From an optimization exercise on the open Yosys and OpenROAD flow, aimed at small area, a short achievable clock period and few clock cycles per item; shortcuts taken in it are not production practice. RTL that was checked went through simulation tests only; none was proved equivalent to the original. No functional check of the RTL was part of runs 2 and 7. No activity file was given, so power comes from the tool's default toggle rates.

**config.mk**
```make
export PLATFORM = sky130hd
export DESIGN_NAME = firewall
export DESIGN_NICKNAME = firewall
export VERILOG_FILES = /design/flow/design.v
export SDC_FILE = /design/flow/constraint.sdc
export NUM_CORES = 4
export LEC_CHECK = 0
export CAP_MARGIN = 20
export CORE_MARGIN = 2
export CORE_UTILIZATION = 40
export PLACE_DENSITY = 0.6
export SLEW_MARGIN = 20
```
**constraint.sdc**
```tcl
create_clock -name core_clock -period 5.5 [get_ports {clk}]
set_input_delay 1.1000 -clock core_clock [delete_from_list [all_inputs] [get_ports {clk}]]
set_output_delay 1.1000 -clock core_clock [all_outputs]
set_load 0.01 [all_outputs]
```
**design.v**
```verilog
`timescale 1ns/1ps
module generic_regs
   #(
      parameter UDP_REG_SRC_WIDTH = 2,
      parameter TAG = 0,
      parameter REG_ADDR_WIDTH = 5,
      parameter NUM_SOFTWARE_REGS = 4
   )
   (
      input                                  reg_req_in,
      input                                  reg_ack_in,
      input                                  reg_rd_wr_L_in,
      input  [23-1:0]       reg_addr_in,
      input  [32-1:0]      reg_data_in,
      input  [UDP_REG_SRC_WIDTH-1:0]         reg_src_in,
      output reg                             reg_req_out,
      output reg                             reg_ack_out,
      output reg                             reg_rd_wr_L_out,
      output reg [23-1:0]   reg_addr_out,
      output reg [32-1:0]  reg_data_out,
      output reg [UDP_REG_SRC_WIDTH-1:0]     reg_src_out,
      output [32*NUM_SOFTWARE_REGS-1:0]      software_regs,
      output reg                             sw_access,
      input                                  clk,
      input                                  reset
   );
   reg [31:0] sw_reg [0:NUM_SOFTWARE_REGS-1];
   wire tag_match = reg_addr_in[23-1:REG_ADDR_WIDTH] == TAG;
   wire [REG_ADDR_WIDTH-1:0] offset = reg_addr_in[REG_ADDR_WIDTH-1:0];
   wire hit = reg_req_in && !reg_ack_in && tag_match && (offset < NUM_SOFTWARE_REGS);
   genvar g;
   generate
      for (g = 0; g < NUM_SOFTWARE_REGS; g = g + 1) begin : sw
         assign software_regs[32*g +: 32] = sw_reg[g];
         always @(posedge clk)
            if (reset)
               sw_reg[g] <= 32'h0;
            else if (hit && !reg_rd_wr_L_in && offset == g)
               sw_reg[g] <= reg_data_in;
      end
   endgenerate
   always @(posedge clk) begin
      reg_rd_wr_L_out <= reg_rd_wr_L_in;
      reg_addr_out    <= reg_addr_in;
      reg_src_out     <= reg_src_in;
      reg_ack_out     <= reg_ack_in | hit;
      reg_data_out    <= (hit && reg_rd_wr_L_in) ? sw_reg[offset[1:0]] : reg_data_in;
   end
   always @(posedge clk) begin
      if (reset) begin
         reg_req_out <= 1'b0;
         sw_access   <= 1'b0;
      end
      else begin
         reg_req_out <= reg_req_in;
         sw_access   <= hit;
      end
   end
endmodule
`timescale 1ns/1ps
module firewall
   #(
      parameter DATA_WIDTH = 64,
      parameter CTRL_WIDTH = DATA_WIDTH/8,
      parameter SRAM_ADDR_WIDTH = 19,
      parameter SRAM_DATA_WIDTH = DATA_WIDTH+CTRL_WIDTH,
      parameter UDP_REG_SRC_WIDTH = 2
   )
   (
      input  [DATA_WIDTH-1:0]             in_data,
      input  [CTRL_WIDTH-1:0]             in_ctrl,
      input                               in_wr,
      output                              in_rdy,
      output reg [DATA_WIDTH-1:0]         out_data,
      output reg [CTRL_WIDTH-1:0]         out_ctrl,
      output reg                          out_wr,
      input                               out_rdy,
      input                               reg_req_in,
      input                               reg_ack_in,
      input                               reg_rd_wr_L_in,
      input  [23-1:0]    reg_addr_in,
      input  [32-1:0]   reg_data_in,
      input  [UDP_REG_SRC_WIDTH-1:0]      reg_src_in,
      output                              reg_req_out,
      output                              reg_ack_out,
      output                              reg_rd_wr_L_out,
      output  [23-1:0]   reg_addr_out,
      output  [32-1:0]  reg_data_out,
      output  [UDP_REG_SRC_WIDTH-1:0]     reg_src_out,
      output reg                          sram_rd_req,
      output reg [SRAM_ADDR_WIDTH-1:0]    sram_rd_addr,
      input [DATA_WIDTH-1:0]              sram_rd_data,
      input                               sram_rd_ack,
      input                               sram_rd_vld,
      output reg                          sram_wr_req,
      output reg [SRAM_ADDR_WIDTH-1:0]    sram_wr_addr,
      output reg [DATA_WIDTH-1:0]         sram_wr_data,
      input                               sram_wr_ack,
      input                                reset,
      input                                clk
   );
   localparam W = DATA_WIDTH+CTRL_WIDTH;
   localparam TCP = 8'h06;
   wire [31:0] reg0, reg1, reg2, reg3;
   wire        sw_access;
   generic_regs
   #(
      .UDP_REG_SRC_WIDTH   (UDP_REG_SRC_WIDTH),
      .TAG                 (18'h00002),
      .REG_ADDR_WIDTH      (5),
      .NUM_SOFTWARE_REGS   (4)
   ) module_regs (
      .reg_req_in       (reg_req_in),
      .reg_ack_in       (reg_ack_in),
      .reg_rd_wr_L_in   (reg_rd_wr_L_in),
      .reg_addr_in      (reg_addr_in),
      .reg_data_in      (reg_data_in),
      .reg_src_in       (reg_src_in),
      .reg_req_out      (reg_req_out),
      .reg_ack_out      (reg_ack_out),
      .reg_rd_wr_L_out  (reg_rd_wr_L_out),
      .reg_addr_out     (reg_addr_out),
      .reg_data_out     (reg_data_out),
      .reg_src_out      (reg_src_out),
      .software_regs    ({reg3, reg2, reg1, reg0}),
      .sw_access        (sw_access),
      .clk              (clk),
      .reset            (reset)
    );
   always @(*) begin
      sram_wr_req  = sw_access;
      sram_wr_addr = 'h0;
      sram_wr_data = {reg0[15:0], reg1[15:0], reg2[15:0], reg3[15:0]};
   end
   reg [2:0]   wc;
   reg         ipv4, tcp;
   reg [15:0]  dport;
   reg         dv, dd;       
   wire        tcp_now = ipv4 && in_data[7:0] == TCP;
   wire [16:0] chksum = {1'b0, in_data[63:48]} + 17'h100;
   wire [15:0] chksum_cout = chksum[15:0] + {15'h0, chksum[16]};
   reg [W-1:0] win;
   always @(*) begin
      win = {in_ctrl, in_data};
      if (wc == 3'd3 && tcp_now)
         win[15:8] = in_data[15:8] - 8'h1;
      if (wc == 3'd4 && tcp)
         win[63:48] = chksum_cout;
      sram_rd_req  = in_wr && wc == 3'd5 && tcp;
      sram_rd_addr = 'h0;
   end
   wire match = sram_rd_data[15:0]  == dport || sram_rd_data[31:16] == dport ||
                sram_rd_data[47:32] == dport || sram_rd_data[63:48] == dport;
   always @(posedge clk) begin
      if (reset) begin
         wc <= 3'd0;
         dv <= 1'b0;
      end
      else begin
         if (in_wr)
            case (wc)
               3'd0: if (in_ctrl == 8'hff) begin wc <= 3'd1; dv <= 1'b0; end
               3'd1: if (in_ctrl == 8'h00) wc <= 3'd2;
               3'd2: wc <= 3'd3;
               3'd3: begin
                  wc <= 3'd4;
                  if (!tcp_now) dv <= 1'b1;
               end
               3'd4: wc <= 3'd5;
               default: wc <= 3'd0;
            endcase
         if (sram_rd_vld)
            dv <= 1'b1;
      end
   end
   always @(posedge clk) begin
      if (in_wr && wc == 3'd2)
         ipv4 <= in_data[31:16] == 16'h0800 && in_data[15:12] == 4'h4;
      if (in_wr && wc == 3'd3)
         tcp <= tcp_now;
      if (in_wr && wc == 3'd5)
         dport <= in_data[31:16];
      if (in_wr && wc == 3'd3)
         dd <= 1'b0;
      else if (sram_rd_vld)
         dd <= match;
   end
   reg [W-1:0] s0, s1, s2, s3, s4, s5, s6;
   reg [6:0]   v;
   reg         hd_drop;      
   wire        hdr0    = s0[W-1:DATA_WIDTH] == 8'hff;
   wire        ready0  = v[0] && (!hdr0 || dv);
   wire        drop0   = hdr0 ? dd : hd_drop;
   wire        consume = ready0 && (drop0 || out_rdy);
   wire [5:0]  en      = {6{consume}} | ~{&v[5:0], &v[4:0], &v[3:0], &v[2:0], &v[1:0], v[0]};
   assign in_rdy = !v[6] || en[5];
   always @(*) begin
      {out_ctrl, out_data} = s0;
      out_wr = out_rdy && ready0 && !drop0;
   end
   always @(posedge clk) begin
      if (en[0]) s0 <= s1;
      if (en[1]) s1 <= s2;
      if (en[2]) s2 <= s3;
      if (en[3]) s3 <= s4;
      if (en[4]) s4 <= s5;
      if (en[5]) s5 <= s6;
      if (in_wr) s6 <= win;
      if (consume && hdr0) hd_drop <= dd;
   end
   always @(posedge clk) begin
      if (reset)
         v <= 7'h0;
      else begin
         v[5:0] <= (en & v[6:1]) | (~en & v[5:0]);
         v[6]   <= in_wr || (v[6] && !en[5]);
      end
   end
endmodule
```
**run.sh**
```bash
#!/bin/bash
# synth_recipe.tcl (not shown) runs the flow's synth.tcl, then flattens the netlist and writes it again
# the make line also repeats each setting of config.mk as NAME=value (left out here)
make -C /OpenROAD-flow-scripts/flow DESIGN_CONFIG=/design/flow/config.mk WORK_HOME=/design/flow/orfs CLKGATE_MAP_FILE= SYNTH_SCRIPT=/design/flow/synth_recipe.tcl finish
```
==> results of run 1 <==
-- worst max path at each step --
stage                 from     end  slack [ns]  cells after the start
5_1_grt        in_data[57]  s6[62]        1.35                     12
3_3_place_gp   in_data[56]  s6[62]        1.18                     12
6_report           out_rdy  in_rdy        1.52                      5
2_1_floorplan      out_rdy   s4[0]        0.85                      3
3_5_place_dp   in_data[57]  s6[62]        1.10                     12
4_1_cts            out_rdy  in_rdy        1.50                      5
-- placed cells by master, fill, tap and decap left out, types with 9 or more instances in the layout --
cell,instances
xor2_1,13
buf_4,17
clkbuf_1,13
xnor2_1,74
nand3_1,12
mux4_2,32
clkbuf_16,77
nor2_1,160
nor4_1,15
nand4_1,28
and3_1,9
clkdlybuf4s50_1,397
mux2_1,30
conb_1,38
bufinv_16,12
edfxtp_1,523
mux2i_1,128
nand2_1,24
inv_1,9
a21oi_1,16
dfxtp_1,201
clkinv_1,14
-- cell type report --
| type | instances | area (sq um) | area share (%) |
|---|---|---|---|
| clock buffer | 94 | 2030 | 6.24 |
| clock inverter | 42 | 577 | 1.77 |
| inverter | 9 | 33.8 | 0.104 |
| multi-input combinational | 648 | 4970 | 15.3 |
| sequential | 724 | 19700 | 60.6 |
| tap | 846 | 1060 | 3.25 |
| timing repair buffer | 418 | 4160 | 12.8 |
-- power breakdown --
part	switching (W)	internal, W
combinational	0.000217	0.000277
sequential	0.0000851	0.00617
clock	0.00207	0.00321
-- stage by stage --
stage	instances	worst slack, ns	total power (W)	util [%]
finish	2781	1.52	0.0120	51.4
global route	2781	1.35	0.0124	51.4
CTS	2781	1.50	0.0122	51.4
detailed placement	2645	1.10	0.00688	47.3
global placement	2645	1.18	0.00686	47.3
floorplan	1550	0.848	0.00650	-
-- per-layer routing --
metal / vias up / GRT usage [%] / part of all wire, %
met5: - / 0 / 0.057
met4: 4 / 6.13 / 2.7
met3: 104 / 2.56 / 3.7
met2: 297 / 27.7 / 50
met1: 6472 / 21.1 / 43
li1: 6131 / - / -
-- kinds of logic after synthesis --
kind of cell / synth area share [%]
DFF: 76.8
and+or+nand+nor: 5.40
muxes: 9.24
buffers and inverters: 4.53
xor gates and xnor gates: 2.97
AOI/OAI and AO/OA: 0.755
adders and majority gates: 0.292
other: 0.0146
-- critical path, delay by kind of cell --
kind | cells | cell delay, ns
muxes | 1 | 0.42
and+or+nand+nor | 1 | 0.16
AOI/OAI and AO/OA | 1 | 0.24
buffers and inverters | 2 | 0.96
==> impl_metrics.env, run 1 <==
export IMPL_run_status="no timing/DRC/antenna violations"
export IMPL_hold_class="register to register"
export IMPL_cts_root_buf="clkbuf_16"
export IMPL_die_y_um=257
export IMPL_track_usage_pct=16.3
export IMPL_reg2reg_depth=5
export IMPL_rows=92
export IMPL_critical_path_required_ns=4.40
export IMPL_ctsHoldBuffers=0
export IMPL_whs_ns=0.407
export IMPL_holdPathEnd="s1[16]"
export IMPL_finalCriticalPeriod_ns=3.98
export IMPL_finalCritPeriodShare_pct=72.4
export IMPL_worstMarginPinSlew_ns=0.996
export IMPL_antennaDiodeCount=0
export IMPL_grt_start_max_net_pins=110
export IMPL_cp_arrival_ns=2.88
export IMPL_crit_path_cell_trace="clkdlybuf4s50_1 -> o21ai_0 -> mux2_2 -> nand3_1 -> clkdlybuf4s50_1"
export IMPL_ys_ff_latch=724
export IMPL_post_cts_resized=0
export IMPL_yosys_area_top_type="edfxtp_1"
export IMPL_post_cts_buffers=0
export IMPL_yosys_top_cells_count="edfxtp_1 (523), dfxtp_1 (201), nor2_1 (160)"
export IMPL_regToRegSetupSlack_ns=2.60
export IMPL_ys_seq_area_share_pct=76.8
export IMPL_yosys_warnings=3
export IMPL_pin_count=441
export IMPL_hp_start="s2[16]"
export IMPL_cts_buffer_depth=3
export IMPL_cts_tree="done"
export IMPL_cp_common_cell="clkdlybuf4s50_1"
export IMPL_routed_via_density=4.68
export IMPL_postSynthCellCount=1513
export IMPL_irDropWorstVdd_mv=0.209
export IMPL_crit_fanout=9
export IMPL_grt_pass1_vias=13500
export IMPL_clock_sinks=724
export IMPL_cap_violations=0
export IMPL_r2r_end="s2[22]"
export IMPL_worstHoldPathCells=0
export IMPL_pwr_density_cell_mw_per_mm2=370
export IMPL_async_reset_ff_share_pct=0
export IMPL_setup_viol=0
export IMPL_synth_area_top_cells="edfxtp_1 (61%), dfxtp_1 (16%), mux2i_1 (5.0%), buf_4 (3.0%), mux4_2 (2.8%)"
export IMPL_hold_viol_final=0
export IMPL_num_fill_cells=5247
export IMPL_die_area_sq_mm=0.0663
export IMPL_grt_pass1_wl_um=82000
export IMPL_leakagePower_nw=12.3
export IMPL_syn_area_per_cell_sq_um=17.0
export IMPL_nets=2086
export IMPL_path_clk_slew_ns=0.06
export IMPL_placed_cell_area_sq_mm=0.0299
export IMPL_h_tree_depth=3
export IMPL_synth_flop_cell="edfxtp_1"
export IMPL_cpPeakStageDelay_ns=0.52
export IMPL_routedWlPerCell_um=19.6
export IMPL_drtPass1Iterations=4
export IMPL_end_kind="output port"
export IMPL_rsz0062_at_grt="false"
export IMPL_synth_top_cell_area_share_pct=61.1
export IMPL_synthesis_area_sq_mm=0.0257
export IMPL_clk_insertion_delay_late_ns=0.60
export IMPL_design_area_sq_mm=0.0326
export IMPL_synth_enable_flop_cells=523
export IMPL_slowest_stage="clkdlybuf4s50_1"
export IMPL_dp_hpwl_um=37100
export IMPL_core_area_sq_mm=0.0633
export IMPL_r2r_start="s0[70]"
export IMPL_gp_congestion=0.831
export IMPL_wl_um=54500
export IMPL_drc=0
export IMPL_fmax_ghz=0.251
export IMPL_synth_most_common_cell="edfxtp_1"
export IMPL_largest_register_ffs=128
export IMPL_drv_slew=0
export IMPL_drive_above_1_share_pct=9.15
export IMPL_start_util_pct=40.6
export IMPL_path_class="input port to output port"
export IMPL_drt_iter0_markers=720
export IMPL_dr_total_vias=13000
export IMPL_cp_start_kind="input port"
export IMPL_die_w_um=257
export IMPL_drtAntennaViolNets=0
export IMPL_io_buffers=400
export IMPL_areaGrowthSynthToFinish_pct=26.8
export IMPL_cts_buffers=76
export IMPL_overflow=0
export IMPL_antenna_found_initial=2
export IMPL_ys_types=49
export IMPL_tns_ns=0
export IMPL_fin_skew_ns=0.0238
export IMPL_slew_headroom_pct=33.4
Testbench counts, summed over its fixed seeds: cycles 44,773, packets 1,920.
==> inputs of run 2 (changes only) <==
--- a/design.v
+++ b/design.v
@@ -28,15 +28,14 @@
    wire tag_match = reg_addr_in[23-1:REG_ADDR_WIDTH] == TAG;
    wire [REG_ADDR_WIDTH-1:0] offset = reg_addr_in[REG_ADDR_WIDTH-1:0];
    wire hit = reg_req_in && !reg_ack_in && tag_match && (offset < NUM_SOFTWARE_REGS);
+   wire [31:0] wdata = reg_data_in & {32{!reset}};
    genvar g;
    generate
       for (g = 0; g < NUM_SOFTWARE_REGS; g = g + 1) begin : sw
          assign software_regs[32*g +: 32] = sw_reg[g];
          always @(posedge clk)
-            if (reset)
-               sw_reg[g] <= 32'h0;
-            else if (hit && !reg_rd_wr_L_in && offset == g)
-               sw_reg[g] <= reg_data_in;
+            if (reset || (hit && !reg_rd_wr_L_in && offset == g))
+               sw_reg[g] <= wdata;
       end
    endgenerate
    always @(posedge clk) begin
@@ -151,53 +150,55 @@
    end
    wire match = sram_rd_data[15:0]  == dport || sram_rd_data[31:16] == dport ||
                 sram_rd_data[47:32] == dport || sram_rd_data[63:48] == dport;
+   wire        hdr_in = in_wr && wc == 3'd0 && in_ctrl == 8'hff;
+   wire        w3_in  = in_wr && wc == 3'd3;
+   wire        dv_n   = !hdr_in && (dv || (w3_in && !tcp_now) || sram_rd_vld);
+   wire        dd_n   = w3_in ? 1'b0 : sram_rd_vld ? match : dd;
    always @(posedge clk) begin
       if (reset) begin
          wc <= 3'd0;
          dv <= 1'b0;
       end
       else begin
+         dv <= dv_n;
          if (in_wr)
             case (wc)
-               3'd0: if (in_ctrl == 8'hff) begin wc <= 3'd1; dv <= 1'b0; end
+               3'd0: if (in_ctrl == 8'hff) wc <= 3'd1;
                3'd1: if (in_ctrl == 8'h00) wc <= 3'd2;
                3'd2: wc <= 3'd3;
-               3'd3: begin
-                  wc <= 3'd4;
-                  if (!tcp_now) dv <= 1'b1;
-               end
+               3'd3: wc <= 3'd4;
                3'd4: wc <= 3'd5;
                default: wc <= 3'd0;
             endcase
-         if (sram_rd_vld)
-            dv <= 1'b1;
       end
    end
    always @(posedge clk) begin
       if (in_wr && wc == 3'd2)
          ipv4 <= in_data[31:16] == 16'h0800 && in_data[15:12] == 4'h4;
-      if (in_wr && wc == 3'd3)
+      if (w3_in)
          tcp <= tcp_now;
       if (in_wr && wc == 3'd5)
          dport <= in_data[31:16];
-      if (in_wr && wc == 3'd3)
-         dd <= 1'b0;
-      else if (sram_rd_vld)
-         dd <= match;
+      dd <= dd_n;
    end
    reg [W-1:0] s0, s1, s2, s3, s4, s5, s6;
    reg [6:0]   v;
    reg         hd_drop;      
-   wire        hdr0    = s0[W-1:DATA_WIDTH] == 8'hff;
-   wire        ready0  = v[0] && (!hdr0 || dv);
-   wire        drop0   = hdr0 ? dd : hd_drop;
-   wire        consume = ready0 && (drop0 || out_rdy);
+   reg         go, skip, free;
+   wire        consume = skip || (go && out_rdy);
    wire [5:0]  en      = {6{consume}} | ~{&v[5:0], &v[4:0], &v[3:0], &v[2:0], &v[1:0], v[0]};
-   assign in_rdy = !v[6] || en[5];
+   assign in_rdy = free || (go && out_rdy);
    always @(*) begin
       {out_ctrl, out_data} = s0;
-      out_wr = out_rdy && ready0 && !drop0;
-   end
+      out_wr = go && out_rdy;
+   end
+   wire [W-1:0] s0_n   = en[0] ? s1 : s0;
+   wire [6:0]   v_n    = {in_wr || (v[6] && !en[5]), (en & v[6:1]) | (~en & v[5:0])};
+   wire         hdr0   = s0[W-1:DATA_WIDTH] == 8'hff;
+   wire         hdr0_n = s0_n[W-1:DATA_WIDTH] == 8'hff;
+   wire         hd_drop_n = (consume && hdr0) ? dd : hd_drop;
+   wire         ready0_n  = v_n[0] && (!hdr0_n || dv_n);
+   wire         drop0_n   = hdr0_n ? dd_n : hd_drop_n;
    always @(posedge clk) begin
       if (en[0]) s0 <= s1;
       if (en[1]) s1 <= s2;
@@ -206,14 +207,20 @@
       if (en[4]) s4 <= s5;
       if (en[5]) s5 <= s6;
       if (in_wr) s6 <= win;
-      if (consume && hdr0) hd_drop <= dd;
-   end
-   always @(posedge clk) begin
-      if (reset)
-         v <= 7'h0;
+      hd_drop <= hd_drop_n;
+   end
+   always @(posedge clk) begin
+      if (reset) begin
+         v    <= 7'h0;
+         go   <= 1'b0;
+         skip <= 1'b0;
+         free <= 1'b1;
+      end
       else begin
-         v[5:0] <= (en & v[6:1]) | (~en & v[5:0]);
-         v[6]   <= in_wr || (v[6] && !en[5]);
+         v    <= v_n;
+         go   <= ready0_n && !drop0_n;
+         skip <= ready0_n && drop0_n;
+         free <= !v_n[6] || !(&v_n[5:0]) || (ready0_n && drop0_n);
       end
    end
 endmodule
==> flow/run.sh (new file) <==
#!/bin/bash
# The standard layout (standard.sh: the standard flow's synthesis and ORFS flow, unchanged
# scripts) with two placement/CTS choices passed through ORFS variables:
#  - every input and output port still gets its own buffer, but a small
#    sky130_fd_sc_hd__buf_1 instead of the default clkdlybuf4s50_1 delay cell;
#  - clock tree synthesis without dummy loads.
# The whole make output goes to flow.log in this folder; ORFS's own per-step
# logs stay under orfs/logs/.
set -euo pipefail
cd "$(dirname "$0")/.."
export BUFFER_PORTS_ARGS="-buffer_cell sky130_fd_sc_hd__buf_1"
export CTS_ARGS="-sink_clustering_enable -repair_clock_nets -dont_use_dummy_load"
bash standard.sh > flow.log 2>&1
==> standard.sh (new file) <==
#!/bin/bash
# synth_recipe.tcl (not shown) runs the flow's synth.tcl, then flattens the netlist and writes it again
# the make line also repeats each setting of config.mk as NAME=value (left out here)
make -C /OpenROAD-flow-scripts/flow DESIGN_CONFIG=/design/flow/config.mk WORK_HOME=/design/flow/orfs CLKGATE_MAP_FILE= SYNTH_SCRIPT=/design/flow/synth_recipe.tcl "${@:-finish}"
removed: run.sh
==> run 2 against run 1 <==
Still clean. Power is 6.5% lower. Fmax is 11% higher. Register-to-register slack better by 0.08 ns. Synthesized area is 1.6% lower. Worst setup slack better by 0.40 ns. Clock-buffer cell count is 17 lower. Critical path type unchanged. Largest power group unchanged.
==> impl_metrics.env, run 2 <==
export IMPL_synth_enable_flop_cells=642
export IMPL_synth_top_cell_area_share_pct=76.3
export IMPL_routed_via_density=4.68
export IMPL_synth_flop_cell="edfxtp_1"
export IMPL_drv_slew=0
export IMPL_ctsHoldBuffers=0
export IMPL_fmax_ghz=0.279
export IMPL_synthesis_area_sq_mm=0.0253
export IMPL_antenna_found_initial=12
export IMPL_finalCritPeriodShare_pct=65.1
export IMPL_grt_start_max_net_pins=74
export IMPL_final_cells=2525
export IMPL_end_kind="output port"
export IMPL_synth_area_top_cells="edfxtp_1 (76%), dfxtp_1 (6.7%), buf_4 (3.0%), mux4_2 (2.9%), xnor2_1 (2.7%)"
export IMPL_fin_skew_ns=0.0474
export IMPL_async_reset_ff_share_pct=0
export IMPL_dr_total_vias=11800
export IMPL_die_y_um=255
export IMPL_drive_above_1_share_pct=10.7
export IMPL_post_cts_buffers=0
export IMPL_syn_area_per_cell_sq_um=19.7
export IMPL_cts_root_buf="clkbuf_16"
export IMPL_num_fill_cells=5333
export IMPL_io_buffers=400
export IMPL_nets=1880
export IMPL_rsz0062_at_grt="false"
export IMPL_irDropWorstVdd_mv=0.219
export IMPL_track_usage_pct=14.5
export IMPL_path_class="input port to output port"
export IMPL_whs_ns=0.377
export IMPL_postSynthCellCount=1283
export IMPL_areaGrowthSynthToFinish_pct=15.4
export IMPL_regArea_sq_mm=0.0210
export IMPL_cts_tree="done"
export IMPL_cts_buffer_depth=3
export IMPL_layout_commonest_cell="edfxtp_1"
export IMPL_leakagePower_nw=9.99
export IMPL_wl_um=48000
export IMPL_multi_input_area_sq_mm=0.00349
export IMPL_crit_fanout=32
export IMPL_tns_ns=0
export IMPL_cp_start_kind="input port"
export IMPL_start_util_pct=40.3
export IMPL_die_area_sq_mm=0.0652
export IMPL_clock_sinks=727
export IMPL_yosys_top_cells_count="edfxtp_1 (642), buf_4 (102), dfxtp_1 (85)"
export IMPL_synth_most_common_cell="edfxtp_1"
export IMPL_h_tree_depth=3
export IMPL_setup_viol=0
export IMPL_drtPass1Iterations=5
export IMPL_grt_pass1_vias=11900
export IMPL_yosys_area_top_type="edfxtp_1"
export IMPL_drt_iter0_markers=838
export IMPL_clk_insertion_delay_late_ns=0.58
export IMPL_gp_congestion=0.866
export IMPL_hold_class="register to register"
export IMPL_yosys_warnings=3
export IMPL_core_area_sq_mm=0.0627
export IMPL_place_inst=2439
export IMPL_cp_arrival_ns=2.48
export IMPL_overflow=0
export IMPL_pwr_density_cell_mw_per_mm2=386
export IMPL_largest_register_ffs=128
export IMPL_dp_hpwl_um=32300
export IMPL_hold_viol_final=0
export IMPL_drc=0
export IMPL_cap_violations=0
export IMPL_layout_common_cells="edfxtp_1 (642), buf_1 (396), dfxtp_1 (85)"
export IMPL_finalCriticalPeriod_ns=3.58
export IMPL_ys_seq_area_share_pct=83.0
export IMPL_pin_count=441
export IMPL_drtAntennaViolNets=0
export IMPL_critical_path_required_ns=4.40
export IMPL_post_cts_resized=0
export IMPL_grt_pass1_wl_um=71500
export IMPL_cts_buffers=77
export IMPL_die_w_um=255
export IMPL_slew_headroom_pct=31.2
export IMPL_ys_ff_latch=727
export IMPL_rows=92
export IMPL_ys_types=54
export IMPL_worstMarginPinSlew_ns=1.03
export IMPL_path_clk_slew_ns=0.05
export IMPL_routedWlPerCell_um=19.0
export IMPL_run_status="no timing/DRC/antenna violations"
[run 2: logic make-up after synthesis]
group	Yosys count	synth area share (%)
compound gates	40	1.02
xor+xnor	86	2.98
fa+ha+maj	7	0.327
buf+inv	156	3.92
flops	727	83.0
mux	65	4.32
other cells	1	0.0148
simple gates	201	4.38
[run 2: worst paths after layout]
kind,slack (ns),end,startpoint,cells past startpoint
worst max-delay path,1.92,sram_rd_req,in_wr,6
worst min register to register,0.38,s1[20],s2[20],0
worst max register to register,2.68,s4[50],v[1],4
worst min-delay path,0.38,s1[20],s2[20],0
[run 2: cell type report]
cell class / instances / area share, %
Antenna cell: 9 / 0.0772
Clock buffer: 77 / 6.61
Multi-Input combinational cell: 437 / 12.0
Timing Repair Buffer: 415 / 5.60
Inverter: 14 / 0.184
Sequential cell: 727 / 71.9
Tap cell: 846 / 3.63
[run 2: per-stage QoR]
stage	setup slack, ns	power [W]	cell area, sq um	utilization, %
after global placement	1.54	0.00710	27200	43.4
final	1.92	0.0113	29200	46.5
after global routing	1.77	0.0117	29200	46.5
after CTS	1.86	0.0114	29100	46.4
after floorplan	0.904	0.00691	25400	-
after detailed placement	1.43	0.00712	27200	43.4
[run 2: per-layer routing]
| layer | vias up | GRT usage, % | wire length (um) | part of all wire [%] |
|---|---|---|---|---|
| met4 | 4 | 6.68 | 1810 | 3.8 |
| met2 | 389 | 23.1 | 23200 | 48 |
| li1 | 5462 | - | - | - |
| met5 | - | 0 | 23 | 0.048 |
| met1 | 5839 | 19.0 | 20300 | 42 |
| met3 | 118 | 3.49 | 2750 | 5.7 |
[run 2: report_power, final]
| group | switching [W] | leakage, nW | total (W) | internal [W] |
|---|---|---|---|---|
| registers | 0.000115 | 7.30 | 0.00655 | 0.00643 |
| clock network | 0.00180 | 0.949 | 0.00425 | 0.00245 |
| logic | 0.000285 | 1.74 | 0.000456 | 0.000171 |
| total | 0.00220 | 9.99 | 0.0113 | 0.00905 |
[run 2: critical path, stage by stage]
cell and delay [ns]:
clkbuf_4 0.39, nand2_1 0.16, nor3b_2 0.19, buf_4 0.26
and2_1 0.17, buf_1 0.15
==> inputs of run 3 (changes only) <==
--- a/design.v
+++ b/design.v
@@ -133,6 +133,7 @@
    end
    reg [2:0]   wc;
    reg         ipv4, tcp;
+   reg         rq;           
    reg [15:0]  dport;
    reg         dv, dd;       
    wire        tcp_now = ipv4 && in_data[7:0] == TCP;
@@ -145,7 +146,7 @@
          win[15:8] = in_data[15:8] - 8'h1;
       if (wc == 3'd4 && tcp)
          win[63:48] = chksum_cout;
-      sram_rd_req  = in_wr && wc == 3'd5 && tcp;
+      sram_rd_req  = in_wr && rq;
       sram_rd_addr = 'h0;
    end
    wire match = sram_rd_data[15:0]  == dport || sram_rd_data[31:16] == dport ||
@@ -158,9 +159,12 @@
       if (reset) begin
          wc <= 3'd0;
          dv <= 1'b0;
+         rq <= 1'b0;
       end
       else begin
          dv <= dv_n;
+         if (in_wr)
+            rq <= wc == 3'd4 && tcp;
          if (in_wr)
             case (wc)
                3'd0: if (in_ctrl == 8'hff) wc <= 3'd1;
--- a/config.mk
+++ b/config.mk
@@ -9,4 +9,5 @@
 export CORE_MARGIN = 2
 export CORE_UTILIZATION = 40
 export PLACE_DENSITY = 0.6
+export SETUP_SLACK_MARGIN = 2.8
 export SLEW_MARGIN = 20
==> run 3 against run 2 <==
Cell area rose by 1.3%. Critical endpoint unchanged. Clock skew shrank 0.0074 ns. Still clean on timing, DRC and antenna. Register-to-register slack gained 0.38 ns. Die area up 0.33%. Sequential share of layout area down 0.84 points. Largest power group unchanged.
==> impl_metrics.env, run 3 <==
export IMPL_yosys_top_cells_count="edfxtp_1 (642), buf_4 (102), dfxtp_1 (86)"
export IMPL_wl_um=48900
export IMPL_synth_compound_area_share_pct=1.08
export IMPL_crit_family="buffers and inverters"
export IMPL_synth_area_top_cells="edfxtp_1 (76%), dfxtp_1 (6.8%), buf_4 (3.0%), mux4_2 (2.8%), xnor2_1 (2.7%)"
export IMPL_postSynthCellCount=1294
export IMPL_die_area_sq_mm=0.0654
export IMPL_die_w_um=256
export IMPL_synthSimpleGateAreaFrac_pct=4.43
export IMPL_gp_congestion=0.847
export IMPL_hold_viol_final=0
export IMPL_largest_register_ffs=128
export IMPL_io_buffers=400
export IMPL_async_reset_ff_share_pct=0
export IMPL_setup_viol=0
export IMPL_fmax_ghz=0.349
export IMPL_ys_types=58
export IMPL_critical_path_required_ns=4.40
export IMPL_areaGrowthSynthToFinish_pct=16.5
export IMPL_die_y_um=256
export IMPL_grt_pass1_wl_um=73100
export IMPL_ys_seq_area_share_pct=82.8
export IMPL_cts_root_buf="clkbuf_16"
export IMPL_path_clk_slew_ns=0.06
export IMPL_whs_ns=0.390
export IMPL_path_class="input port to output port"
export IMPL_run_status="no timing/DRC/antenna violations"
export IMPL_cp_start_kind="input port"
export IMPL_switching_share_pct=19.6
export IMPL_yosys_warnings=3
export IMPL_routedWlPerCell_um=19.2
export IMPL_yosys_area_top_type="edfxtp_1"
export IMPL_clkPwrFrac_pct=37.1
export IMPL_synth_xor_area_share_pct=3.01
export IMPL_routed_via_density=4.67
export IMPL_grt_start_max_net_pins=73
export IMPL_track_usage_pct=14.8
export IMPL_ys_ff_latch=728
export IMPL_crit_path_cell_trace="buf_12 -> and2_1 -> buf_1"
export IMPL_p_sw_w=0.00218
export IMPL_drtAntennaViolNets=0
export IMPL_synth_most_common_cell="edfxtp_1"
export IMPL_drt_iter0_markers=705
export IMPL_layout_commonest_cell="edfxtp_1"
export IMPL_pwr_share_seq_pct=58.7
export IMPL_slowest_stage="buf_12"
export IMPL_synth_top_cell_area_share_pct=76.1
export IMPL_cap_violations=0
export IMPL_fin_skew_ns=0.0400
export IMPL_synthesis_area_sq_mm=0.0253
export IMPL_drtPass1Iterations=7
export IMPL_pre_cts_ws_ns=1.60
export IMPL_cpPeakStageDelay_ns=0.27
export IMPL_cts_tree="done"
export IMPL_synth_enable_flop_cells=642
export IMPL_finalCritPeriodShare_pct=52.0
export IMPL_p_int_w=0.00898
export IMPL_slew_headroom_pct=31.4
export IMPL_leakagePower_nw=10.2
export IMPL_finalCriticalPeriod_ns=2.86
export IMPL_drive_above_1_share_pct=13.0
export IMPL_pin_count=441
export IMPL_layout_common_cells="edfxtp_1 (642), buf_1 (388), dfxtp_1 (86)"
export IMPL_ctsHoldBuffers=0
export IMPL_tns_ns=0
export IMPL_pwr_density_cell_mw_per_mm2=378
export IMPL_clock_sinks=728
export IMPL_end_kind="output port"
export IMPL_worst_slack_ns=2.64
export IMPL_worstMarginPinSlew_ns=1.03
export IMPL_cts_buffer_depth=3
export IMPL_grt_pass1_vias=12300
export IMPL_nets=1900
export IMPL_synth_flop_cell="edfxtp_1"
export IMPL_antenna_found_initial=7
export IMPL_synthAdderAreaFrac_pct=0.326
export IMPL_irDropWorstVdd_mv=0.177
export IMPL_path_buf_inv=2
export IMPL_drv_slew=0
export IMPL_dp_hpwl_um=32500
export IMPL_dr_total_vias=11900
export IMPL_core_area_sq_mm=0.0629
export IMPL_clk_insertion_delay_late_ns=0.59
export IMPL_drc=0
export IMPL_syn_area_per_cell_sq_um=19.6
export IMPL_rows=92
export IMPL_rsz0062_at_grt="true"
export IMPL_hold_class="register to register"
export IMPL_synth_area_mux_share_pct=4.43
export IMPL_synth_top_family_by_area="multiplexers"
export IMPL_start_util_pct=40.3
export IMPL_crit_fanout=55
export IMPL_overflow=0
export IMPL_cts_buffers=74
export IMPL_combPwrFrac_pct=4.2
export IMPL_h_tree_depth=3
export IMPL_cp_arrival_ns=1.76
## run 3: worst register-to-register path, cell delays in order, from the launching register on
cell	delay [ns]
dfxtp_1	0.53
and3b_1	0.38
nand4_1	0.30
or4_4	0.51
nor3_2	0.20
nand2_1	0.15
xnor2_1	0.15
## run 3: layer usage
layer | vias up | part of all wire (%) | global-route usage [%]
li1 | 5517 | - | -
met1 | 5876 | 41 | 18.1
met2 | 356 | 50 | 24.4
met3 | 104 | 5.3 | 3.76
met4 | 6 | 3.8 | 7.34
met5 | - | 0.080 | 0
## run 3: power groups by stage
stage	Clock [W]	Sequential, W	Combinational [W]
2_1_floorplan	0	0.00666	0.000266
3_3_place_gp	0	0.00665	0.000457
3_5_place_dp	0	0.00667	0.000465
4_1_cts	0.00428	0.00655	0.000473
5_1_grt	0.00449	0.00659	0.000509
6_report	0.00414	0.00655	0.000471
## run 3: layout make-up
class	count	area, sq um
Multi-Input combinational cell	445	3740
Clock buffer	74	1850
Sequential cell	728	21000
Tap cell	846	1060
Timing Repair Buffer	429	1820
Inverter	14	57.6
Antenna cell	4	10.0
Fill cell	5402	33300
## run 3: repair_timing
| item | CTS | global route |
|---|---|---|
| gates cloned | 0 | 0 |
| setup endpoints to repair | 234 | 170 |
| gates resized for setup | 19 | 19 |
| buffers inserted | 10 | 3 |
| hold endpoints to repair | 0 | 0 |
| pin swaps | 8 | 0 |
## run 3: kinds of logic after synthesis
logic type               Yosys count
multiplexers                      68
buffers and inverters            158
other                              1
adder cells (fa/ha/maj)            7
flip-flops                       728
AND/OR/NAND/NOR                  204
XOR/XNOR                          87
AO/OA/AOI/OAI                     41
## run 3: final timing paths
check,startpoint,end,slack [ns],cells after the start
worst min register to register,s5[38],s4[38],0.39,0
worst max register to register,wc[0],s6[15],3.06,6
worst min-delay path,s5[38],s4[38],0.39,0
worst max-delay path,in_wr,sram_rd_req,2.64,3
## run 3: metrics by stage
step / power, W / cells / utilization (%) / instance area [sq um]
2_1_floorplan: 0.00692 / 1331 / - / 25700
3_3_place_gp: 0.00711 / 2448 / 43.6 / 27400
3_5_place_dp: 0.00713 / 2449 / 43.7 / 27500
4_1_cts: 0.0113 / 2533 / 46.8 / 29400
5_1_grt: 0.0116 / 2540 / 47.0 / 29500
6_report: 0.0112 / 2540 / 47.0 / 29500
Testbench counts of run 3, summed over its fixed seeds: cycles 44,773, packets 1,920.
==> inputs of run 4 (changes only) <==
--- a/flow/run.sh
+++ b/flow/run.sh
@@ -9,5 +9,5 @@
 set -euo pipefail
 cd "$(dirname "$0")/.."
 export BUFFER_PORTS_ARGS="-buffer_cell sky130_fd_sc_hd__buf_1"
-export CTS_ARGS="-sink_clustering_enable -repair_clock_nets -dont_use_dummy_load"
+export CTS_ARGS="-sink_clustering_enable -repair_clock_nets -dont_use_dummy_load -buf_list sky130_fd_sc_hd__clkbuf_4 -sink_clustering_size 10 -sink_clustering_max_diameter 40"
 bash standard.sh > flow.log 2>&1
--- a/config.mk
+++ b/config.mk
@@ -9,5 +9,4 @@
 export CORE_MARGIN = 2
 export CORE_UTILIZATION = 40
 export PLACE_DENSITY = 0.6
-export SETUP_SLACK_MARGIN = 2.8
 export SLEW_MARGIN = 20
==> run 4 against run 3 <==
Still clean. Synthesized cell count is the same. Cell area shrank 4.8%. Synthesized area is the same. Utilization shrank 2.3 points. Combinational power shrank 3%. Sequential share of layout area grew 3.6 points. Critical path type unchanged. Largest cell class unchanged.
==> impl_metrics.env, run 4 <==
export IMPL_cts_tree="done"
export IMPL_path_clk_slew_ns=0.10
export IMPL_grt_busiest_layer="met2"
export IMPL_drive_above_1_share_pct=11.7
export IMPL_cp_arrival_ns=2.23
export IMPL_io_buffers=400
export IMPL_cts_buffers=98
export IMPL_gp_congestion=0.887
export IMPL_synth_flop_cell="edfxtp_1"
export IMPL_h_tree_depth=3
export IMPL_ys_seq_area_share_pct=82.8
export IMPL_grt_pass1_wl_um=74400
export IMPL_leakagePower_nw=9.57
export IMPL_post_cts_resized=0
export IMPL_clock_sinks=728
export IMPL_yosys_area_top_type="edfxtp_1"
export IMPL_irDropWorstVdd_mv=0.126
export IMPL_total_power_w=0.00938
export IMPL_die_w_um=256
export IMPL_path_buf_inv=2
export IMPL_place_inst=2451
export IMPL_areaGrowthSynthToFinish_pct=10.9
export IMPL_track_usage_pct=15.0
export IMPL_start_util_pct=40.3
export IMPL_largest_register_ffs=128
export IMPL_routed_via_density=4.66
export IMPL_ys_ff_latch=728
export IMPL_yosys_top_cells_count="edfxtp_1 (642), buf_4 (102), dfxtp_1 (86)"
export IMPL_setup_viol=0
export IMPL_fmax_ghz=0.300
export IMPL_drtAntennaViolNets=0
export IMPL_hold_class="register to register"
export IMPL_ys_types=58
export IMPL_async_reset_ff_share_pct=0
export IMPL_post_cts_buffers=0
export IMPL_wl_um=49100
export IMPL_synth_top_cell_area_share_pct=76.1
export IMPL_end_kind="output port"
export IMPL_worstMarginPinSlew_ns=1.05
export IMPL_cts_root_buf="clkbuf_4"
export IMPL_cts_buffer_depth=3
export IMPL_placed_cell_area_sq_mm=0.0274
export IMPL_yosys_warnings=3
export IMPL_cap_violations=0
export IMPL_grt_pass1_vias=12500
export IMPL_grtUsageMet2_pct=25.0
export IMPL_synthesis_area_sq_mm=0.0253
export IMPL_drv_slew=0
export IMPL_synth_area_top_cells="edfxtp_1 (76%), dfxtp_1 (6.8%), buf_4 (3.0%), mux4_2 (2.8%), xnor2_1 (2.7%)"
export IMPL_synth_most_common_cell="edfxtp_1"
export IMPL_rsz0062_at_grt="false"
export IMPL_core_area_sq_mm=0.0629
export IMPL_met3_usage_pct=4.42
export IMPL_global_route_usage_met1_pct=18.0
export IMPL_run_status="no timing/DRC/antenna violations"
export IMPL_die_area_sq_mm=0.0654
export IMPL_clk_insertion_delay_late_ns=0.84
export IMPL_regToRegSetupSlack_ns=2.74
export IMPL_dp_hpwl_um=33500
export IMPL_critical_path_required_ns=4.40
export IMPL_hp_start="s1[29]"
export IMPL_layout_common_cells="edfxtp_1 (642), buf_1 (396), clkbuf_4 (99)"
export IMPL_slew_headroom_pct=30.3
export IMPL_hold_viol_final=0
export IMPL_cp_num_cells=3
export IMPL_r2r_end="s2[33]"
export IMPL_drt_iter0_markers=648
export IMPL_slowest_stage="clkbuf_4"
export IMPL_crit_family="buffers and inverters"
export IMPL_finalCritPeriodShare_pct=60.6
export IMPL_routedWlPerCell_um=19.3
export IMPL_grt_start_max_net_pins=74
export IMPL_path_class="input port to output port"
export IMPL_ctsHoldBuffers=0
export IMPL_cpPeakStageDelay_ns=0.61
export IMPL_reg2reg_depth=4
export IMPL_nets=1913
export IMPL_fin_skew_ns=0.0849
export IMPL_crit_fanout=56
export IMPL_rows=92
export IMPL_worstHoldPathCells=0
export IMPL_drc=0
export IMPL_antenna_found_initial=9
export IMPL_syn_area_per_cell_sq_um=19.6
export IMPL_postSynthCellCount=1294
export IMPL_drtPass1Iterations=5
export IMPL_die_y_um=256
export IMPL_finalCriticalPeriod_ns=3.33
export IMPL_cp_start_kind="input port"
export IMPL_worst_slack_ns=2.17
export IMPL_overflow=0
export IMPL_synth_enable_flop_cells=642
export IMPL_layout_commonest_cell="edfxtp_1"
export IMPL_r2r_start="go"
export IMPL_design_area_sq_mm=0.0281
export IMPL_holdPathEnd="s0[29]"
export IMPL_pwr_density_cell_mw_per_mm2=334
export IMPL_dr_total_vias=11900
export IMPL_tns_ns=0
export IMPL_pin_count=441
export IMPL_pre_cts_ws_ns=1.59
export IMPL_final_cells=2552
export IMPL_crit_path_cell_trace="clkbuf_4 -> and2_1 -> buf_1"
run 4: power by group:
group | internal [W] | leakage [nW] | switching (W) | total (W)
sequential | 0.00643 | 7.31 | 0.000113 | 0.00654
combinational | 0.000175 | 1.81 | 0.000284 | 0.000458
clock | 0.000816 | 0.451 | 0.00157 | 0.00238
total | 0.00742 | 9.57 | 0.00196 | 0.00938
run 4: how the worst max path moves through the flow:
| stage | end | from |
|---|---|---|
| detailed placement | s6[61] | in_data[57] |
| finish | sram_rd_req | in_wr |
| global placement | s6[61] | in_data[57] |
| CTS | sram_rd_req | in_wr |
| global route | sram_rd_req | in_wr |
| floorplan | s3[0] | out_rdy |
run 4: cell families (layout without fill, tap and decap cells):
kind of cell             after synthesis  in the layout  synth area share [%]
buffers and inverters                158            530                  3.87
AND/OR/NAND/NOR                      204            204                  4.43
adder cells (fa/ha/maj)                7              7                 0.326
XOR/XNOR                              87             87                  3.01
AO/OA/AOI/OAI                         41             41                  1.08
multiplexers                          68             68                  4.43
other                                  1             41                0.0148
flip-flops                           728            728                  82.8
run 4: cell type report:
type / count / area [sq um]
diodes: 3 / 7.51
clock buffers: 98 / 736
fillers: 5554 / 34700
inverters: 14 / 55.1
multi-input cells: 445 / 3580
flip-flops and latches: 728 / 21000
well taps: 846 / 1060
repair buffers: 418 / 1680
run 4: per-layer routing:
layer / up-vias / share of wire, %
met5: - / 0.10
met4: 8 / 3.3
met3: 108 / 6.8
met2: 380 / 50
met1: 5839 / 40
li1: 5566 / -
run 4: stage by stage:
step | hold WS [ns] | utilization (%)
after floorplan | 0.400 | -
after global placement | 0.401 | 43.5
after detailed placement | 0.405 | 43.6
after CTS | 0.246 | 44.7
after global routing | 0.289 | 44.7
final | 0.367 | 44.7
==> inputs of run 5 (changes only) <==
--- a/config.mk
+++ b/config.mk
@@ -9,4 +9,5 @@
 export CORE_MARGIN = 2
 export CORE_UTILIZATION = 40
 export PLACE_DENSITY = 0.6
+export SETUP_SLACK_MARGIN = 2.8
 export SLEW_MARGIN = 20
==> run 5 against run 4 <==
Worst setup slack better by 0.55 ns. Still clean. Wire length is 0.49% higher. Fmax is 20% higher. Largest power group unchanged. Clock-buffer cell count is 2 higher. Hold slack worse by 0.016 ns.
==> impl_metrics.env, run 5 <==
export IMPL_slew_headroom_pct=30.1
export IMPL_pin_count=441
export IMPL_drtPass1Iterations=5
export IMPL_ys_types=58
export IMPL_utilization_pct=45.2
export IMPL_cts_root_buf="clkbuf_4"
export IMPL_synthesis_area_sq_mm=0.0253
export IMPL_io_buffers=400
export IMPL_ys_seq_area_share_pct=82.8
export IMPL_clk_insertion_delay_late_ns=0.81
export IMPL_run_status="no timing/DRC/antenna violations"
export IMPL_design_area_sq_mm=0.0284
export IMPL_wl_um=49400
export IMPL_worstMarginPinSlew_ns=1.05
export IMPL_die_area_sq_mm=0.0654
export IMPL_dp_hpwl_um=32500
export IMPL_tns_ns=0
export IMPL_routedWlPerCell_um=19.2
export IMPL_clock_sinks=728
export IMPL_yosys_area_top_type="edfxtp_1"
export IMPL_synth_top_cell_area_share_pct=76.1
export IMPL_cts_buffers=100
export IMPL_finalCritPeriodShare_pct=50.7
export IMPL_async_reset_ff_share_pct=0
export IMPL_routed_via_density=4.69
export IMPL_setup_viol=0
export IMPL_h_tree_depth=3
export IMPL_drt_iter0_markers=609
export IMPL_die_w_um=256
export IMPL_drtAntennaViolNets=0
export IMPL_cts_buffer_depth=3
export IMPL_hp_start="s4[71]"
export IMPL_grt_pass1_vias=12500
export IMPL_layout_common_cells="edfxtp_1 (642), buf_1 (382), clkbuf_4 (100)"
export IMPL_pwr_density_cell_mw_per_mm2=332
export IMPL_areaGrowthSynthToFinish_pct=12.0
export IMPL_drive_above_1_share_pct=14.5
export IMPL_postSynthCellCount=1294
export IMPL_drv_slew=0
export IMPL_core_area_sq_mm=0.0629
export IMPL_start_util_pct=40.3
export IMPL_nets=1925
export IMPL_fmax_ghz=0.359
export IMPL_largest_register_ffs=128
export IMPL_irDropWorstVdd_mv=0.129
export IMPL_critical_path_required_ns=4.40
export IMPL_placed_cell_area_sq_mm=0.0275
export IMPL_crit_path_cell_trace="buf_1 -> and2_4 -> or2_4 -> buf_6"
export IMPL_synth_enable_flop_cells=642
export IMPL_path_clk_slew_ns=0.10
export IMPL_end_kind="output port"
export IMPL_finalCriticalPeriod_ns=2.79
export IMPL_leakagePower_nw=9.70
export IMPL_holdPathEnd="s3[71]"
export IMPL_crit_family="simple AND/OR/NAND/NOR gates"
export IMPL_cap_violations=0
export IMPL_layout_commonest_cell="edfxtp_1"
export IMPL_yosys_top_cells_count="edfxtp_1 (642), buf_4 (102), dfxtp_1 (86)"
export IMPL_rsz0062_at_grt="true"
export IMPL_worstHoldPathCells=0
export IMPL_cts_tree="done"
export IMPL_die_y_um=256
export IMPL_rows=92
export IMPL_place_inst=2449
export IMPL_synth_flop_cell="edfxtp_1"
export IMPL_reg2reg_depth=5
export IMPL_path_class="input port to output port"
export IMPL_synth_most_common_cell="edfxtp_1"
export IMPL_hold_viol_final=0
export IMPL_r2r_end="s3[64]"
export IMPL_crit_fanout=3
export IMPL_drc=0
export IMPL_track_usage_pct=14.8
export IMPL_cpPeakStageDelay_ns=0.22
export IMPL_yosys_warnings=3
export IMPL_grt_pass1_wl_um=73200
export IMPL_dr_total_vias=12000
export IMPL_syn_area_per_cell_sq_um=19.6
export IMPL_final_cells=2568
export IMPL_path_buf_inv=2
export IMPL_startpoint="out_rdy"
export IMPL_cp_start_kind="input port"
export IMPL_num_fill_cells=5554
export IMPL_gp_congestion=0.847
export IMPL_grt_start_max_net_pins=73
export IMPL_hold_class="register to register"
export IMPL_slowest_stage="or2_4"
export IMPL_ys_ff_latch=728
export IMPL_synth_area_top_cells="edfxtp_1 (76%), dfxtp_1 (6.8%), buf_4 (3.0%), mux4_2 (2.8%), xnor2_1 (2.7%)"
export IMPL_regToRegSetupSlack_ns=2.97
export IMPL_antenna_found_initial=11
export IMPL_r2r_start="go"
export IMPL_overflow=0
export IMPL_fin_skew_ns=0.0855
export IMPL_cp_arrival_ns=1.69
==> run 5: cell types whose count changed in the layout (fill, tap and decap cells not counted), moves of 3 or more <==
cell,previous run,this run
nor4_1,16,12
nor3_1,11,7
buf_6,0,3
diode_2,3,7
ha_1,5,2
nor3_2,0,3
buf_4,16,27
buf_2,0,3
nor4_2,1,4
buf_1,396,382
clkbuf_2,3,11
==> run 5: cell type report <==
| type | instances | area (sq um) | share of cell area (%) |
|---|---|---|---|
| flip-flops and latches | 728 | 21000 | 73.9 |
| multi-input cells | 445 | 3730 | 13.1 |
| repair buffers | 428 | 1790 | 6.31 |
| well taps | 846 | 1060 | 3.73 |
| clock buffers | 100 | 751 | 2.64 |
| inverters | 14 | 55.1 | 0.194 |
| diodes | 7 | 17.5 | 0.0617 |
==> run 5: kinds of logic (layout without fill, tap and decap cells) <==
| family | Yosys count | in the layout | share of synthesized area [%] |
|---|---|---|---|
| AOI/OAI and AO/OA | 41 | 41 | 1.08 |
| xor gates and xnor gates | 87 | 87 | 3.01 |
| adders and majority gates | 7 | 7 | 0.326 |
| buffers and inverters | 158 | 542 | 3.87 |
| DFF | 728 | 728 | 82.8 |
| muxes | 68 | 68 | 4.43 |
| other | 1 | 45 | 0.0148 |
| and+or+nand+nor | 204 | 204 | 4.43 |
==> run 5: what timing repair did <==
item	CTS	global route
endpoints found under the setup margin	91	98
pin swaps	5	5
hold buffers	0	0
gates cloned	0	2
setup buffers	7	3
resized for setup	14	16
==> run 5: how the worst max path moves through the flow <==
stage                                    end  slack, ns  cells past startpoint
finish                                in_rdy       2.71                      4
global route                          in_rdy       2.65                      3
CTS                              sram_rd_req       2.63                      3
detailed placement  module_regs.sw_reg[2][4]       1.60                      7
global placement    module_regs.sw_reg[3][7]       1.60                      7
floorplan                              s3[0]       0.82                      4
==> run 5: where the power goes <==
group	total (W)	internal [W]	switching, W
Sequential	0.00654	0.00643	0.000110
Clock	0.00241	0.000831	0.00158
Combinational	0.000471	0.000181	0.000291
==> run 5: stage by stage <==
step / setup WS [ns] / hold slack (ns) / total power, W
finish: 2.71 / 0.351 / 0.00942
global route: 2.65 / 0.294 / 0.00985
CTS: 2.63 / 0.238 / 0.00957
detailed placement: 1.60 / 0.405 / 0.00713
global placement: 1.60 / 0.400 / 0.00711
floorplan: 0.820 / 0.400 / 0.00692
==> run 5: routing by layer <==
layer / GRT usage, % / wire [um]
met3: 3.96 / 3040
met4: 7.72 / 1800
met2: 24.2 / 24200
met1: 18.0 / 20300
met5: 0 / 39
==> inputs of run 6 (changes only) <==
--- a/config.mk
+++ b/config.mk
@@ -7,7 +7,7 @@
 export LEC_CHECK = 0
 export CAP_MARGIN = 20
 export CORE_MARGIN = 2
-export CORE_UTILIZATION = 40
-export PLACE_DENSITY = 0.6
+export CORE_UTILIZATION = 65
+export PLACE_DENSITY = 0.75
 export SETUP_SLACK_MARGIN = 2.8
 export SLEW_MARGIN = 20
==> run 6 against run 5 <==
Hold slack better by 0.037 ns. Synthesized cell count stayed put. Die area is 38% lower. Still clean. Non-clock buffer count is 1 higher. Critical path depth stayed put. Worst setup slack better by 0.014 ns. Critical path type unchanged. Flip-flop and latch count stayed put. Power is 2.2% lower. Critical endpoint unchanged.
==> impl_metrics.env, run 6 <==
export IMPL_fmax_ghz=0.360
export IMPL_synth_most_common_cell="edfxtp_1"
export IMPL_global_route_usage_met1_pct=28.5
export IMPL_clk_insertion_delay_late_ns=0.77
export IMPL_dr_total_vias=12000
export IMPL_regToRegSetupSlack_ns=3.14
export IMPL_io_buffers=400
export IMPL_dp_hpwl_um=30200
export IMPL_routedWlPerCell_um=19.9
export IMPL_wl_um=44300
export IMPL_drtAntennaViolNets=0
export IMPL_clock_sinks=728
export IMPL_finalCritPeriodShare_pct=50.4
export IMPL_r2r_start="go"
export IMPL_tns_ns=0
export IMPL_yosys_top_cells_count="edfxtp_1 (642), buf_4 (102), dfxtp_1 (86)"
export IMPL_leakagePower_nw=9.65
export IMPL_crit_family="simple AND/OR/NAND/NOR gates"
export IMPL_cts_tree="done"
export IMPL_run_status="no timing/DRC/antenna violations"
export IMPL_worstHoldPathCells=0
export IMPL_total_power_w=0.00921
export IMPL_crit_fanout=3
export IMPL_worst_slack_ns=2.73
export IMPL_worstMarginPinSlew_ns=1.03
export IMPL_ys_types=58
export IMPL_cp_arrival_ns=1.67
export IMPL_path_class="input port to output port"
export IMPL_drtPass1Iterations=6
export IMPL_synth_enable_flop_cells=642
export IMPL_nets=1911
export IMPL_r2r_end="s2[18]"
export IMPL_holdPathEnd="s3[64]"
export IMPL_cts_buffers=85
export IMPL_cts_buffer_depth=3
export IMPL_cap_violations=0
export IMPL_postSynthCellCount=1294
export IMPL_multi_input_area_sq_mm=0.00375
export IMPL_met3_usage_pct=4.63
export IMPL_cp_start_kind="input port"
export IMPL_pre_cts_ws_ns=1.75
export IMPL_slowest_stage="or2_4"
export IMPL_rsz0062_at_grt="true"
export IMPL_path_buf_inv=2
export IMPL_drc=0
export IMPL_regArea_sq_mm=0.0210
export IMPL_track_usage_pct=21.7
export IMPL_num_fill_cells=2445
export IMPL_drive_above_1_share_pct=13.7
export IMPL_die_w_um=201
export IMPL_areaGrowthSynthToFinish_pct=10.3
export IMPL_synth_flop_cell="edfxtp_1"
export IMPL_overflow=0
export IMPL_cpPeakStageDelay_ns=0.22
export IMPL_finalCriticalPeriod_ns=2.77
export IMPL_ys_seq_area_share_pct=82.8
export IMPL_cp_common_cell="buf_6"
export IMPL_synthesis_area_sq_mm=0.0253
export IMPL_end_kind="output port"
export IMPL_pwr_density_cell_mw_per_mm2=329
export IMPL_h_tree_depth=3
export IMPL_critical_path_required_ns=4.40
export IMPL_placed_cell_area_sq_mm=0.0271
export IMPL_die_area_sq_mm=0.0406
export IMPL_utilization_pct=72.5
export IMPL_rows=72
export IMPL_setup_viol=0
export IMPL_pin_count=441
export IMPL_async_reset_ff_share_pct=0
export IMPL_drt_iter0_markers=859
export IMPL_grt_pass1_wl_um=66000
export IMPL_grtUsageMet2_pct=35.3
export IMPL_syn_area_per_cell_sq_um=19.6
export IMPL_crit_path_cell_trace="buf_6 -> and2_4 -> or2_4 -> buf_6"
export IMPL_grt_start_max_net_pins=74
export IMPL_antenna_found_initial=4
export IMPL_hold_viol_final=0
export IMPL_core_area_sq_mm=0.0386
export IMPL_synth_top_cell_area_share_pct=76.1
export IMPL_ys_ff_latch=728
export IMPL_reg2reg_depth=4
export IMPL_yosys_warnings=3
export IMPL_largest_register_ffs=128
export IMPL_layout_common_cells="edfxtp_1 (642), buf_1 (387), clkbuf_4 (86)"
export IMPL_layout_commonest_cell="edfxtp_1"
export IMPL_grt_pass1_vias=11900
export IMPL_gp_congestion=0.897
export IMPL_yosys_area_top_type="edfxtp_1"
export IMPL_ctsHoldBuffers=0
export IMPL_path_clk_slew_ns=0.10
export IMPL_routed_via_density=5.41
export IMPL_drv_slew=0
export IMPL_fin_skew_ns=0.0596
export IMPL_irDropWorstVdd_mv=0.124
export IMPL_cts_root_buf="clkbuf_4"
export IMPL_die_y_um=201
export IMPL_hp_start="s4[64]"
export IMPL_grt_busiest_layer="met2"
export IMPL_synth_area_top_cells="edfxtp_1 (76%), dfxtp_1 (6.8%), buf_4 (3.0%), mux4_2 (2.8%), xnor2_1 (2.7%)"
export IMPL_start_util_pct=65.7
export IMPL_slew_headroom_pct=31.5
export IMPL_hold_class="register to register"
export IMPL_design_area_sq_mm=0.0280
==> run 6: cell counts after synthesis <==
Identical to the previous run, type by type.
==> run 6: timing repair <==
item / CTS / global route
setup buffers: 0 / 15
pin swaps: 1 / 14
gates resized for setup: 15 / 25
setup endpoints to repair: 23 / 154
==> run 6: routing by layer <==
layer	up-vias	wire (um)
li1	5552	-
met1	5892	17800
met2	485	22000
met3	103	2840
met4	0	1640
met5	-	0
==> run 6: report_power, final <==
part	leakage (nW)	switching, W	internal, W
Combinational	1.96	0.000282	0.000187
Clock	0.391	0.00149	0.000713
Sequential	7.31	0.000114	0.00642
==> run 6: how the worst max path moves through the flow <==
stage,start,endpoint,slack [ns],depth (start not counted)
finish,out_rdy,in_rdy,2.73,4
global route,in_data[57],s6[61],2.69,12
detailed placement,in_data[56],s6[61],1.75,12
global placement,in_data[56],s6[61],1.76,12
CTS,go,in_rdy,2.73,3
floorplan,out_rdy,s3[0],0.82,4
==> run 6: area by class of cell <==
type / count / share of cell area (%)
Antenna cell: 3 / 0.0268
Inverter: 14 / 0.210
Multi-Input combinational cell: 445 / 13.4
Tap cell: 518 / 2.32
Timing Repair Buffer: 429 / 6.68
Clock buffer: 85 / 2.28
Sequential cell: 728 / 75.1
==> run 6: logic make-up (layout without fill, tap and decap cells) <==
family	count (synthesis)	count (layout)	synth area share (%)
multiplexers	68	68	4.43
AND/OR/NAND/NOR	204	204	4.43
flip-flops	728	728	82.8
adder cells (fa/ha/maj)	7	7	0.326
XOR/XNOR	87	87	3.01
AO/OA/AOI/OAI	41	41	1.08
other	1	41	0.0148
buffers and inverters	158	528	3.87
==> run 6: per-stage QoR <==
step	hold WS (ns)	std cells
CTS	0.356	2203
finish	0.388	2222
floorplan	0.400	1331
detailed placement	0.405	2118
global route	0.367	2222
global placement	0.400	2114
==> inputs of run 7 (changes only) <==
--- a/design.v
+++ b/design.v
@@ -137,15 +137,7 @@
    reg [15:0]  dport;
    reg         dv, dd;       
    wire        tcp_now = ipv4 && in_data[7:0] == TCP;
-   wire [16:0] chksum = {1'b0, in_data[63:48]} + 17'h100;
-   wire [15:0] chksum_cout = chksum[15:0] + {15'h0, chksum[16]};
-   reg [W-1:0] win;
-   always @(*) begin
-      win = {in_ctrl, in_data};
-      if (wc == 3'd3 && tcp_now)
-         win[15:8] = in_data[15:8] - 8'h1;
-      if (wc == 3'd4 && tcp)
-         win[63:48] = chksum_cout;
+   always @(*) begin
       sram_rd_req  = in_wr && rq;
       sram_rd_addr = 'h0;
    end
@@ -203,14 +195,32 @@
    wire         hd_drop_n = (consume && hdr0) ? dd : hd_drop;
    wire         ready0_n  = v_n[0] && (!hdr0_n || dv_n);
    wire         drop0_n   = hdr0_n ? dd_n : hd_drop_n;
+   reg          m3, m4;
+   wire         tcp6   = m3 && s6[7:0] == TCP;
+   wire [16:0]  chksum = {1'b0, s6[63:48]} + 17'h100;
+   wire [15:0]  chksum_cout = chksum[15:0] + {15'h0, chksum[16]};
+   reg  [W-1:0] s6_mod;
+   always @(*) begin
+      s6_mod = s6;
+      if (tcp6)
+         s6_mod[15:8] = s6[15:8] - 8'h1;
+      if (m4)
+         s6_mod[63:48] = chksum_cout;
+   end
+   always @(posedge clk) begin
+      if (in_wr) begin
+         m3 <= wc == 3'd3 && ipv4;
+         m4 <= wc == 3'd4 && tcp;
+      end
+   end
    always @(posedge clk) begin
       if (en[0]) s0 <= s1;
       if (en[1]) s1 <= s2;
       if (en[2]) s2 <= s3;
       if (en[3]) s3 <= s4;
       if (en[4]) s4 <= s5;
-      if (en[5]) s5 <= s6;
-      if (in_wr) s6 <= win;
+      if (en[5]) s5 <= s6_mod;
+      if (in_wr) s6 <= {in_ctrl, in_data};
       hd_drop <= hd_drop_n;
    end
    always @(posedge clk) begin
==> run 7 against run 6 <==
Final cell count rose by 0.27%. Register-to-register slack lost 0.26 ns. Cell area fell by 0.46%. Critical path depth unchanged. Utilization is 0.50 points lower. Critical path type unchanged. Largest cell class unchanged. Largest power group unchanged.
==> impl_metrics.env, run 7 <==
export IMPL_rsz0062_at_grt="true"
export IMPL_drt_iter0_markers=850
export IMPL_setup_viol=0
export IMPL_clk_insertion_delay_late_ns=0.76
export IMPL_hold_class="register to register"
export IMPL_cts_buffers=86
export IMPL_worstMarginPinSlew_ns=1.01
export IMPL_critical_path_required_ns=4.40
export IMPL_pin_count=441
export IMPL_cts_root_buf="clkbuf_4"
export IMPL_met3_usage_pct=4.96
export IMPL_drtPass1Iterations=5
export IMPL_antenna_found_initial=1
export IMPL_path_class="input port to output port"
export IMPL_postSynthCellCount=1295
export IMPL_routedWlPerCell_um=20.2
export IMPL_fmax_ghz=0.359
export IMPL_pwr_density_cell_mw_per_mm2=333
export IMPL_dp_hpwl_um=29800
export IMPL_areaGrowthSynthToFinish_pct=9.53
export IMPL_drtAntennaViolNets=0
export IMPL_layout_commonest_cell="edfxtp_1"
export IMPL_synth_enable_flop_cells=644
export IMPL_hold_viol_final=0
export IMPL_cap_violations=0
export IMPL_combPwrFrac_pct=5.0
export IMPL_path_buf_inv=2
export IMPL_synth_area_top_cells="edfxtp_1 (76%), dfxtp_1 (6.8%), buf_4 (3.1%), mux4_2 (2.8%), xnor2_1 (2.7%)"
export IMPL_end_kind="output port"
export IMPL_run_status="no timing/DRC/antenna violations"
export IMPL_switching_share_pct=20.6
export IMPL_core_area_sq_mm=0.0386
export IMPL_drc=0
export IMPL_startpoint="out_rdy"
export IMPL_synthesis_area_sq_mm=0.0254
export IMPL_clock_sinks=730
export IMPL_cts_tree="done"
export IMPL_clkPwrFrac_pct=23.8
export IMPL_rows=72
export IMPL_cp_start_kind="input port"
export IMPL_design_area_sq_mm=0.0278
export IMPL_ys_ff_latch=730
export IMPL_dr_total_vias=12000
export IMPL_synth_top_cell_area_share_pct=76.1
export IMPL_async_reset_ff_share_pct=0
export IMPL_ys_seq_area_share_pct=82.9
export IMPL_grtUsageMet2_pct=36.0
export IMPL_cpPeakStageDelay_ns=0.24
export IMPL_r2r_start="s6[57]"
export IMPL_ys_types=54
export IMPL_grt_pass1_wl_um=66500
export IMPL_cp_arrival_ns=1.69
export IMPL_wl_um=45000
export IMPL_grt_busiest_layer="met2"
export IMPL_gp_congestion=0.930
export IMPL_largest_register_ffs=128
export IMPL_crit_path_cell_trace="buf_6 -> and2_4 -> or2_4 -> buf_6"
export IMPL_p_sw_w=0.00191
export IMPL_synth_most_common_cell="edfxtp_1"
export IMPL_track_usage_pct=21.9
export IMPL_synth_flop_cell="edfxtp_1"
export IMPL_global_route_usage_met1_pct=29.2
export IMPL_die_area_sq_mm=0.0407
export IMPL_yosys_top_cells_count="edfxtp_1 (644), buf_4 (106), dfxtp_1 (86)"
export IMPL_placed_cell_area_sq_mm=0.0270
export IMPL_leakagePower_nw=9.56
export IMPL_drive_above_1_share_pct=13.1
export IMPL_drv_slew=0
export IMPL_yosys_area_top_type="edfxtp_1"
export IMPL_fin_skew_ns=0.0451
export IMPL_syn_area_per_cell_sq_um=19.6
export IMPL_path_clk_slew_ns=0.10
export IMPL_h_tree_depth=3
export IMPL_slew_headroom_pct=32.9
export IMPL_die_y_um=202
export IMPL_num_fill_cells=2459
export IMPL_grt_start_max_net_pins=78
export IMPL_finalCritPeriodShare_pct=50.7
export IMPL_die_w_um=202
export IMPL_hp_start="s1[53]"
export IMPL_overflow=0
export IMPL_cts_buffer_depth=3
export IMPL_crit_fanout=3
export IMPL_io_buffers=400
export IMPL_finalCriticalPeriod_ns=2.79
export IMPL_slowest_stage="or2_4"
export IMPL_cp_common_cell="buf_6"
export IMPL_grt_pass1_vias=11800
export IMPL_routed_via_density=5.38
export IMPL_crit_family="simple AND/OR/NAND/NOR gates"
export IMPL_pwr_share_seq_pct=71.1
export IMPL_p_int_w=0.00737
export IMPL_start_util_pct=65.8
export IMPL_total_power_w=0.00928
export IMPL_layout_common_cells="edfxtp_1 (644), buf_1 (392), clkbuf_4 (87)"
export IMPL_tns_ns=0
export IMPL_irDropWorstVdd_mv=0.186
export IMPL_nets=1917
export IMPL_yosys_warnings=3
## run 7: cell count changes after synthesis, moves of 6 or more
cell | previous run | this run
a21oi_1 | 16 | 10
clkbuf_1 | 35 | 12
clkbuf_2 | 0 | 18
nand3_1 | 8 | 14
o21ai_0 | 6 | 12
## run 7: path summary, 6_finish.rpt
check / endpoint / slack [ns] / cells after the start
max reg2reg: s5[61] / 2.88 / 11
min reg2reg: s0[53] / 0.39 / 0
min: s0[53] / 0.39 / 0
max: in_rdy / 2.71 / 4
## run 7: cells by family (layout without fill, tap and decap cells)
| family | count (synthesis) | after routing | share of synthesized area (%) |
|---|---|---|---|
| mux | 69 | 69 | 4.46 |
| flops | 730 | 730 | 82.9 |
| compound gates | 38 | 42 | 0.896 |
| xor+xnor | 86 | 86 | 2.96 |
| fa+ha+maj | 7 | 7 | 0.325 |
| other cells | 1 | 41 | 0.0148 |
| buf+inv | 157 | 527 | 4.01 |
| simple gates | 207 | 208 | 4.48 |
## run 7: what timing repair did
action / in CTS / in global routing
endpoints found under the setup margin: 147 / 142
buffers inserted: 2 / 12
resized for setup: 12 / 6
cloned: 3 / 2
pin swaps: 3 / 7
hold buffers: 0 / 0
## run 7: power by group through the flow
stage	combinational (W)	clock, W	sequential [W]
final	0.000468	0.00221	0.00660
after global routing	0.000504	0.00252	0.00664
after CTS	0.000463	0.00232	0.00660
after detailed placement	0.000457	0	0.00673
after global placement	0.000446	0	0.00670
after floorplan	0.000272	0	0.00671
## run 7: per-layer routing
layer / wire, um / vias up
met5: 0 / -
met4: 939 / 0
met3: 3240 / 59
met2: 22600 / 478
met1: 18200 / 5861
li1: - / 5578
## run 7: area by class of cell
cell class	count	area, sq um	share of cell area [%]
antenna	3	7.51	0.0270
sequential	730	21100	75.6
clock buffer	86	646	2.32
inverter	14	57.6	0.207
tap	518	648	2.33
timing repair buffer	427	1730	6.21
multi-input combinational	450	3690	13.3
## run 7: per-stage QoR
stage                     hold slack [ns]  std cells  setup slack, ns  utilization [%]
after floorplan                     0.400       1332            0.959                -
after global placement              0.400       2120             1.94             69.8
after detailed placement            0.405       2120             1.87             69.8
after CTS                           0.337       2211             2.69             71.7
after global routing                0.369       2226             2.70             72.0
final                               0.391       2228             2.71             72.0
